Context: an optimization exercise on an open-source flow, tuned for small area and a short achievable clock period. The choices shown serve that exercise and are no tape-out recipe.
The RTL was checked by simulation tests, not by an equivalence proof against the original design.
The clock port is modelled as an ideal driver; clocking choices that lean on that would not hold on a real chip.

==> flow/design.v, too long to show whole: its modules and the start of the top module <==
// module rotational_cordic: 4934 lines
module rotational_cordic (
  output logic data_out_rot,
  output logic [15:0] xprime,
  output logic [15:0] yprime,
  input logic [15:0] x,
  input logic [15:0] y,
  input logic [15:0] theta,
  input logic clk, reset, start
);
  // ...
==> flow/flow/run.sh <==
#!/bin/bash
set -euo pipefail
export BUFFER_PORTS_ARGS="-buffer_cell sky130_fd_sc_hd__buf_2"
export SETUP_SLACK_MARGIN=9.4
export POST_CTS_TCL="$PWD/flow/recover.tcl"
bash standard.sh finish > standard.log 2>&1
==> flow/flow/recover.tcl <==
# Downsize cells that have timing slack beyond the setup margin (area/power recovery).
log_cmd estimate_parasitics -placement
log_cmd repair_timing -recover_power 100 -setup_margin $::env(SETUP_SLACK_MARGIN)
set result [catch { detailed_placement } msg]
if { $result != 0 } { error "Detailed placement failed after power recovery: $msg" }
check_placement -verbose
==> flow/standard.sh <==
#!/bin/bash
# synth_recipe.tcl (not shown) runs the flow's synth.tcl, then flattens the netlist and writes it again
# the make line also repeats each setting of config.mk as NAME=value (left out here)
make -C /OpenROAD-flow-scripts/flow DESIGN_CONFIG=/design/flow/config.mk WORK_HOME=/design/flow/orfs CLKGATE_MAP_FILE= SYNTH_SCRIPT=/design/flow/synth_recipe.tcl "${@:-finish}"
==> flow/config.mk <==
export PLATFORM = sky130hd
export DESIGN_NAME = rotational_cordic
export DESIGN_NICKNAME = rotational_cordic
export VERILOG_FILES = /design/flow/design.v
export SDC_FILE = /design/flow/constraint.sdc
export NUM_CORES = 4
export LEC_CHECK = 0
export CAP_MARGIN = 20
export CORE_MARGIN = 2
export CORE_UTILIZATION = 65
export CTS_CLUSTER_DIAMETER = 60
export CTS_CLUSTER_SIZE = 25
export SLEW_MARGIN = 20
==> flow/constraint.sdc <==
create_clock -name core_clock -period 13.0 [get_ports {clk}]
set_input_delay 2.6000 -clock core_clock [delete_from_list [all_inputs] [get_ports {clk}]]
set_output_delay 2.6000 -clock core_clock [all_outputs]
set_load 0.01 [all_outputs]
==> impl_metrics.ini, run 1 <==
[status]
outcome = complete, no violations

[route]
avgRoutedWirePerCell_um = 15.0
detail_route.vias_per_cell = 5.35
post-route-drc-count = 0
routed_wl_um = 89000
top_layer_used = met4

[global_route]
use_met2_pct = 40.7
grt_pass1_vias = 31400
grt_max_degree = 42

[timing]
fin_ws_ns = 9.30
worst_pin_slew_ns = 1.03
hold_viol_final = 0

[place]
place_area_mm2 = 0.0497
dp_cells = 5789
pre_cts_slack_ns = 9.30

[worst_setup_path]
critPathCaptureType = output port
critPathTopFamily = flip-flops
crit_end = data_out_rot
crit_cells = 1

[synthesis]
synth_nets = 5726
synth_top_family_by_area = adder cells
synth_cells = 4793
synthTopCellsByCount = dfxtp_1, inv_1, ha_1, xnor2_1, xor2_1
synth.ff_latch_count = 835
synth_xor_area_share_pct = 12.9
synth_top_area_cell = dfxtp_1
synthMuxAreaShare_pct = 0.438

[clock_tree]
cts.sinks = 835

[layout]
clockBufferCount = 79
fillers = 5643
final_common_cell = dfxtp_1
n_antenna_cell = 1
n_all_buffers = 100
stdcell_count = 5923
regArea_mm2 = 0.0168
fin_util_pct = 71.4
==> run 2, diff against run 1 <==
==> flow/flow/run.sh (replaced) <==
#!/bin/bash
set -euo pipefail
export BUFFER_PORTS_ARGS="-buffer_cell sky130_fd_sc_hd__buf_2"
export SETUP_SLACK_MARGIN=9.4
bash standard.sh finish > standard.log 2>&1
--- a/flow/config.mk
+++ b/flow/config.mk
@@ -7,7 +7,7 @@
 export LEC_CHECK = 0
 export CAP_MARGIN = 20
 export CORE_MARGIN = 2
-export CORE_UTILIZATION = 65
+export CORE_UTILIZATION = 72
 export CTS_CLUSTER_DIAMETER = 60
 export CTS_CLUSTER_SIZE = 25
 export SLEW_MARGIN = 20
removed: flow/flow/recover.tcl
==> run 2 against run 1 <==
Critical path type unchanged. Die area down 9.6%. First-iteration DRC count up 12%. Largest cell class unchanged. Register-to-register slack worse by 0.02 ns. Utilization increased by 7.1 points. Critical path depth stayed put. Flip-flop and latch count stayed put. Synthesized cell count stayed put.
==> impl_metrics.ini, run 2 <==
[global_route]
grt_usage_pct = 26.3
antenna_found_initial = 1
grt_overflow = 0
grt_pass1_vias = 32200
grt_max_degree = 42
grt_pass1_wl_um = 152000

[worst_hold_path]
hold_class = flop to flop

[worst_setup_path]
cp.required_ns = 10.40
crit_type = flop to output port
cp.arrival_ns = 1.13
crit_fanout = 1
critPathTopFamily = flip-flops
critPathLaunchType = flop
critPathSlowestCell = dfrtp_1
max_stage_delay_ns = 0.36
cp_cell_sequence = buf_2
timing.critical_path.buf_inv = 1
critPathCaptureType = output port

[synthesis]
synth_compound_area_share_pct = 10.1
yosysWarningCount = 1
synth_cells = 4793
syn_area_mm2 = 0.0482
synth_top_family_by_area = adder cells
synth-edff-count = 0
synth_top_area_cell = dfxtp_1
yosys.area_share.adder_pct = 26.9
synthMuxAreaShare_pct = 0.438
synth_xor_area_share_pct = 12.9
ys_top_cells_by_area = dfxtp_1, ha_1, fa_1
synthTopCellsByCount = dfxtp_1, inv_1, ha_1, xnor2_1, xor2_1
yosysSeqAreaShare_pct = 34.8
synth-simple-area-share_pct = 9.38
async_flop_share_pct = 2.28
synth_nets = 5726
ys_types = 65
syn_avg_cell_area_um2 = 10.1
synth.top_cell.area_share_pct = 33.9
synth.ff_latch_count = 835
ys.flop_type = dfxtp_1
synth_most_common_cell = dfxtp_1

[clock_tree]
cts_tree = built
clkTransAtPathRegs_ns = 0.09
post-cts-setup-buffers = 0
cts.sinks = 835
clockBufferDepth = 3
cts_buffers = 59
clk_latency_ns = 0.65
h-tree-depth = 2
cts_root_buffer = clkbuf_16

[timing]
maxSlewViolCount = 0
relSlewSlack_pct = 29.8
timing.final.crit_share_pct = 28.7
rsz0062_at_grt = yes
fin_skew_ns = 0.0224
layout_min_cycle_time_ns = 3.73
setup_viol_count_final = 0
tns_ns = 0
worst_pin_slew_ns = 1.05
fmax_mhz = 268
hold_viol_final = 0

[route]
ant_nets = 0
detail_route.vias_per_cell = 5.49
post-route-drc-count = 0
vias = 31900
avgRoutedWirePerCell_um = 15.5
drtIter0Drc = 1540
routed_wl_um = 90000
drt_pass1_iterations = 5

[layout]
most-common-layout-cells = dfxtp_1, inv_1, ha_1, xnor2_1, xor2_1
multi_input_comb_area_mm2 = 0.0288
finalNetCount = 5823
final_common_cell = dfxtp_1
syn2layout_area_growth_pct = 7.62
fillers = 4572
n_antenna_cell = 0
drive_gt1_share_pct = 4.80
regArea_mm2 = 0.0168

[flow_run]
cap_violations = 0

[floorplan]
num_rows = 94
dieWidth_um = 263
die_area_mm2 = 0.0691
initial_utilization_pct = 73.0
placeableCoreArea_mm2 = 0.0661
pin_count = 84
die_h_um = 263

[place]
io_buffers = 83
gp_congestion = 0.915
hpwlAfterDp_um = 71500

[status]
outcome = complete, no violations
run 2: logic make-up after synthesis:
| kind of cell | after synthesis |
|---|---|
| multiplexers | 21 |
| AND/OR/NAND/NOR | 919 |
| AO/OA/AOI/OAI | 728 |
| buffers and inverters | 698 |
| adder cells (fa/ha/maj) | 882 |
| flip-flops | 835 |
| XOR/XNOR | 710 |
run 2: worst paths after layout:
kind,slack (ns),from,endpoint,cells after the start
max,9.27,v18$_DFF_PP0_,data_out_rot,1
max in group asynchronous,10.55,reset,v6$_DFF_PP0_,2
max reg2reg,9.63,t9[6]$_DFF_P_,x10[16]$_DFF_P_,8
min,0.33,t5[2]$_DFF_P_,t6[2]$_DFF_P_,0
min reg2reg,0.33,t5[2]$_DFF_P_,t6[2]$_DFF_P_,0
min in group asynchronous,2.02,reset,v5$_DFF_PP0_,2
run 2: cell type report:
| class | instances | area share, % |
|---|---|---|
| Timing Repair Buffer | 91 | 1.00 |
| Clock buffer | 62 | 2.95 |
| Sequential cell | 835 | 32.4 |
| Multi-Input combinational cell | 3260 | 55.6 |
| Inverter | 643 | 4.65 |
| Tap cell | 864 | 2.08 |
| Clock inverter | 49 | 1.33 |
run 2: per-stage QoR:
stage                     cells  hold slack (ns)  util (%)  worst slack (ns)  cell area, um2
final                      5804            0.329      78.5              9.27           51900
after global routing       5804            0.333      78.5              9.21           51900
after CTS                  5804            0.328      78.4              9.22           51800
after detailed placement   5693            0.312      75.0              9.40           49600
after global placement     5693            0.311      75.0              9.43           49600
after floorplan            4793            0.310         -              9.79           48200
run 2: what timing repair did:
action / in CTS / in global routing
gates resized for setup: 3 / 20
gates cloned: 0 / 0
endpoints found under the setup margin: 34 / 52
hold buffers: 0 / 0
run 2: metal layers:
metal  GRT usage, %  share of wire [%]  vias to the layer above
li1               -                  -                    16200
met4           5.88                2.0                        2
met2           45.5                 48                      360
met1           35.6                 47                    15100
met5              0              0.014                        -
met3           2.90                2.7                      132
==> run 3, diff against run 2 <==
--- a/flow/config.mk
+++ b/flow/config.mk
@@ -7,7 +7,7 @@
 export LEC_CHECK = 0
 export CAP_MARGIN = 20
 export CORE_MARGIN = 2
-export CORE_UTILIZATION = 72
+export CORE_UTILIZATION = 65
 export CTS_CLUSTER_DIAMETER = 60
 export CTS_CLUSTER_SIZE = 25
 export SLEW_MARGIN = 20
==> run 3 against run 2 <==
Still clean on timing, DRC and antenna. Critical path depth unchanged. Register-to-register slack barely moved. Wire length decreased by 1.3%. Synthesized area unchanged. First-iteration DRC count fell by 13%. Critical path type unchanged. Largest cell class unchanged. Highest routed layer is now met4.
==> impl_metrics.ini, run 3 <==
[status]
outcome = complete, no violations

[timing]
rsz0062_at_grt = yes
timing.final.crit_share_pct = 28.5
fmax_mhz = 270
layout_min_cycle_time_ns = 3.71
tns_ns = 0
setup_viol_count_final = 0
relSlewSlack_pct = 30.5
worst_pin_slew_ns = 1.04
fin_skew_ns = 0.0385
hold_viol_final = 0
maxSlewViolCount = 0

[floorplan]
placeableCoreArea_mm2 = 0.0732
die_area_mm2 = 0.0764
die_h_um = 276
dieWidth_um = 276
pin_count = 84
initial_utilization_pct = 65.9
num_rows = 99

[synthesis]
synthTopCellsByCount = dfxtp_1, inv_1, ha_1, xnor2_1, xor2_1
synth.ff_latch_count = 835
yosysSeqAreaShare_pct = 34.8
synth_xor_area_share_pct = 12.9
synth_cells = 4793
synth-edff-count = 0
synth_nets = 5726
ys_top_cells_by_area = dfxtp_1, ha_1, fa_1
synth_top_area_cell = dfxtp_1
syn_avg_cell_area_um2 = 10.1
syn_area_mm2 = 0.0482
yosysWarningCount = 1
ys_types = 65
ys.flop_type = dfxtp_1
synth.top_cell.area_share_pct = 33.9
synthMuxAreaShare_pct = 0.438
yosys.area_share.adder_pct = 26.9
async_flop_share_pct = 2.28
synth-simple-area-share_pct = 9.38
synth_most_common_cell = dfxtp_1
synth_compound_area_share_pct = 10.1
synth_top_family_by_area = adder cells

[clock_tree]
clockBufferDepth = 3
cts_hold_buf = 0
h-tree-depth = 3
cts_root_buffer = clkbuf_16
cts_buffers = 68
cts.sinks = 835
cts_tree = built
clk_latency_ns = 0.64
clkTransAtPathRegs_ns = 0.09

[global_route]
grt_max_degree = 42
grt_overflow = 0
antenna_found_initial = 1
grt_pass1_wl_um = 150000
grt_usage_pct = 23.5
grt_pass1_vias = 31400

[layout]
finalNetCount = 5836
multi_input_comb_area_mm2 = 0.0288
drive_gt1_share_pct = 5.02
regArea_mm2 = 0.0168
syn2layout_area_growth_pct = 8.30
most-common-layout-cells = dfxtp_1, inv_1, ha_1, xnor2_1, xor2_1
fillers = 5643
fin_util_pct = 71.4
final_common_cell = dfxtp_1

[worst_setup_path]
crit_fanout = 1
rr_endpoint = y1[8]$_DFF_P_
critPathCaptureType = output port
critPathLaunchType = flop
worstReg2RegStart = t0[15]$_DFF_P_
regToRegSetupSlack_ns = 9.64
critPathSlowestCell = dfrtp_1
max_stage_delay_ns = 0.36
timing.critical_path.buf_inv = 1
crit_type = flop to output port
critPathTopFamily = flip-flops
cp.arrival_ns = 1.11
cp.required_ns = 10.40
cp_cell_sequence = buf_2
reg2regPathDepth = 8

[route]
detail_route.vias_per_cell = 5.34
drtIter0Drc = 1342
vias = 31600
post-route-drc-count = 0
drt_pass1_iterations = 7
avgRoutedWirePerCell_um = 15.0
routed_wl_um = 88800
ant_nets = 0

[place]
io_buffers = 83
gp_congestion = 0.905
hpwlAfterDp_um = 70700

[flow_run]
cap_violations = 0

[worst_hold_path]
hold_class = flop to flop
hold_start = t11[2]$_DFF_P_
hold_path_depth = 0
whs_endpoint = t12[2]$_DFF_P_
-- run 3: cell counts after synthesis --
Identical to the previous run, type by type.
-- run 3: metrics by stage --
step / instances / worst slack [ns] / area (um2) / hold WS [ns]
after detailed placement: 5789 / 9.30 / 49700 / 0.312
after global placement: 5789 / 9.39 / 49700 / 0.310
after global routing: 5917 / 9.24 / 52200 / 0.307
final: 5918 / 9.29 / 52200 / 0.313
after floorplan: 4793 / 9.79 / 48200 / 0.310
after CTS: 5917 / 9.25 / 52200 / 0.304
-- run 3: layer usage --
metal	global-route usage [%]	share of wire (%)
met1	31.2	47
met2	40.7	48
met3	2.70	2.7
met4	6.45	2.3
met5	0	0
-- run 3: worst max-delay path by stage --
stage                    start            to  slack [ns]  depth (start not counted)
4_1_cts          v18$_DFF_PP0_  data_out_rot        9.25                          1
3_5_place_dp   x16[16]$_DFF_P_  xk17$_DFF_P_        9.30                         10
5_1_grt          v18$_DFF_PP0_  data_out_rot        9.24                          1
6_report         v18$_DFF_PP0_  data_out_rot        9.29                          1
2_1_floorplan  x16[16]$_DFF_P_  xk17$_DFF_P_        9.79                         10
3_3_place_gp   x16[16]$_DFF_P_  xk17$_DFF_P_        9.39                         10
-- run 3: cell type report --
| cell class | count | area share [%] |
|---|---|---|
| diodes | 1 | 0.00479 |
| clock buffers | 79 | 3.53 |
| clock inverters | 46 | 1.10 |
| inverters | 643 | 4.63 |
| multi-input cells | 3260 | 55.2 |
| flip-flops and latches | 835 | 32.2 |
| well taps | 959 | 2.30 |
| repair buffers | 95 | 1.03 |
-- run 3: cells by family after synthesis --
group	count (synthesis)
compound gates	728
xor+xnor	710
fa+ha+maj	882
buf+inv	698
flops	835
mux	21
simple gates	919
-- run 3: what timing repair did --
item,4_1_cts,5_1_grt
resized for setup,4,15
setup endpoints to repair,35,44
buffers inserted,3,0
cloned,0,0

-- static timing again, ports no longer ideal --
Ports are ideal in the flow. The routed layouts listed here were re-timed in OpenROAD.
Step 1, drivers: a clkbuf_16 drives clk and a buf_2 each remaining input, both assumed.
Step 2 moves the port delays by t, midway between the first and last clock arrival at a register: inputs arrive t later, outputs are due t later. That takes back most of the time a late clock gives input paths.
Three values: ideal, step 1, step 2; two values: the first two.
run | t (ns) | slack for setup (ns) | hold slack, ns | worst setup path at the end | latest minus earliest clock arrival (ns)
run 1 | 0.686 | 9.302 / 9.236 / 9.653 | 0.313 / 0.313 / 0.313 | register to register | 0.041 / 0.041
run 2 | 0.706 | 9.271 / 9.205 / 9.632 | 0.329 / 0.329 / 0.329 | register to register | 0.029 / 0.029
run 3 | 0.686 | 9.295 / 9.229 / 9.645 | 0.313 / 0.313 / 0.313 | register to register | 0.042 / 0.041
After both steps every run listed still meets setup and hold.
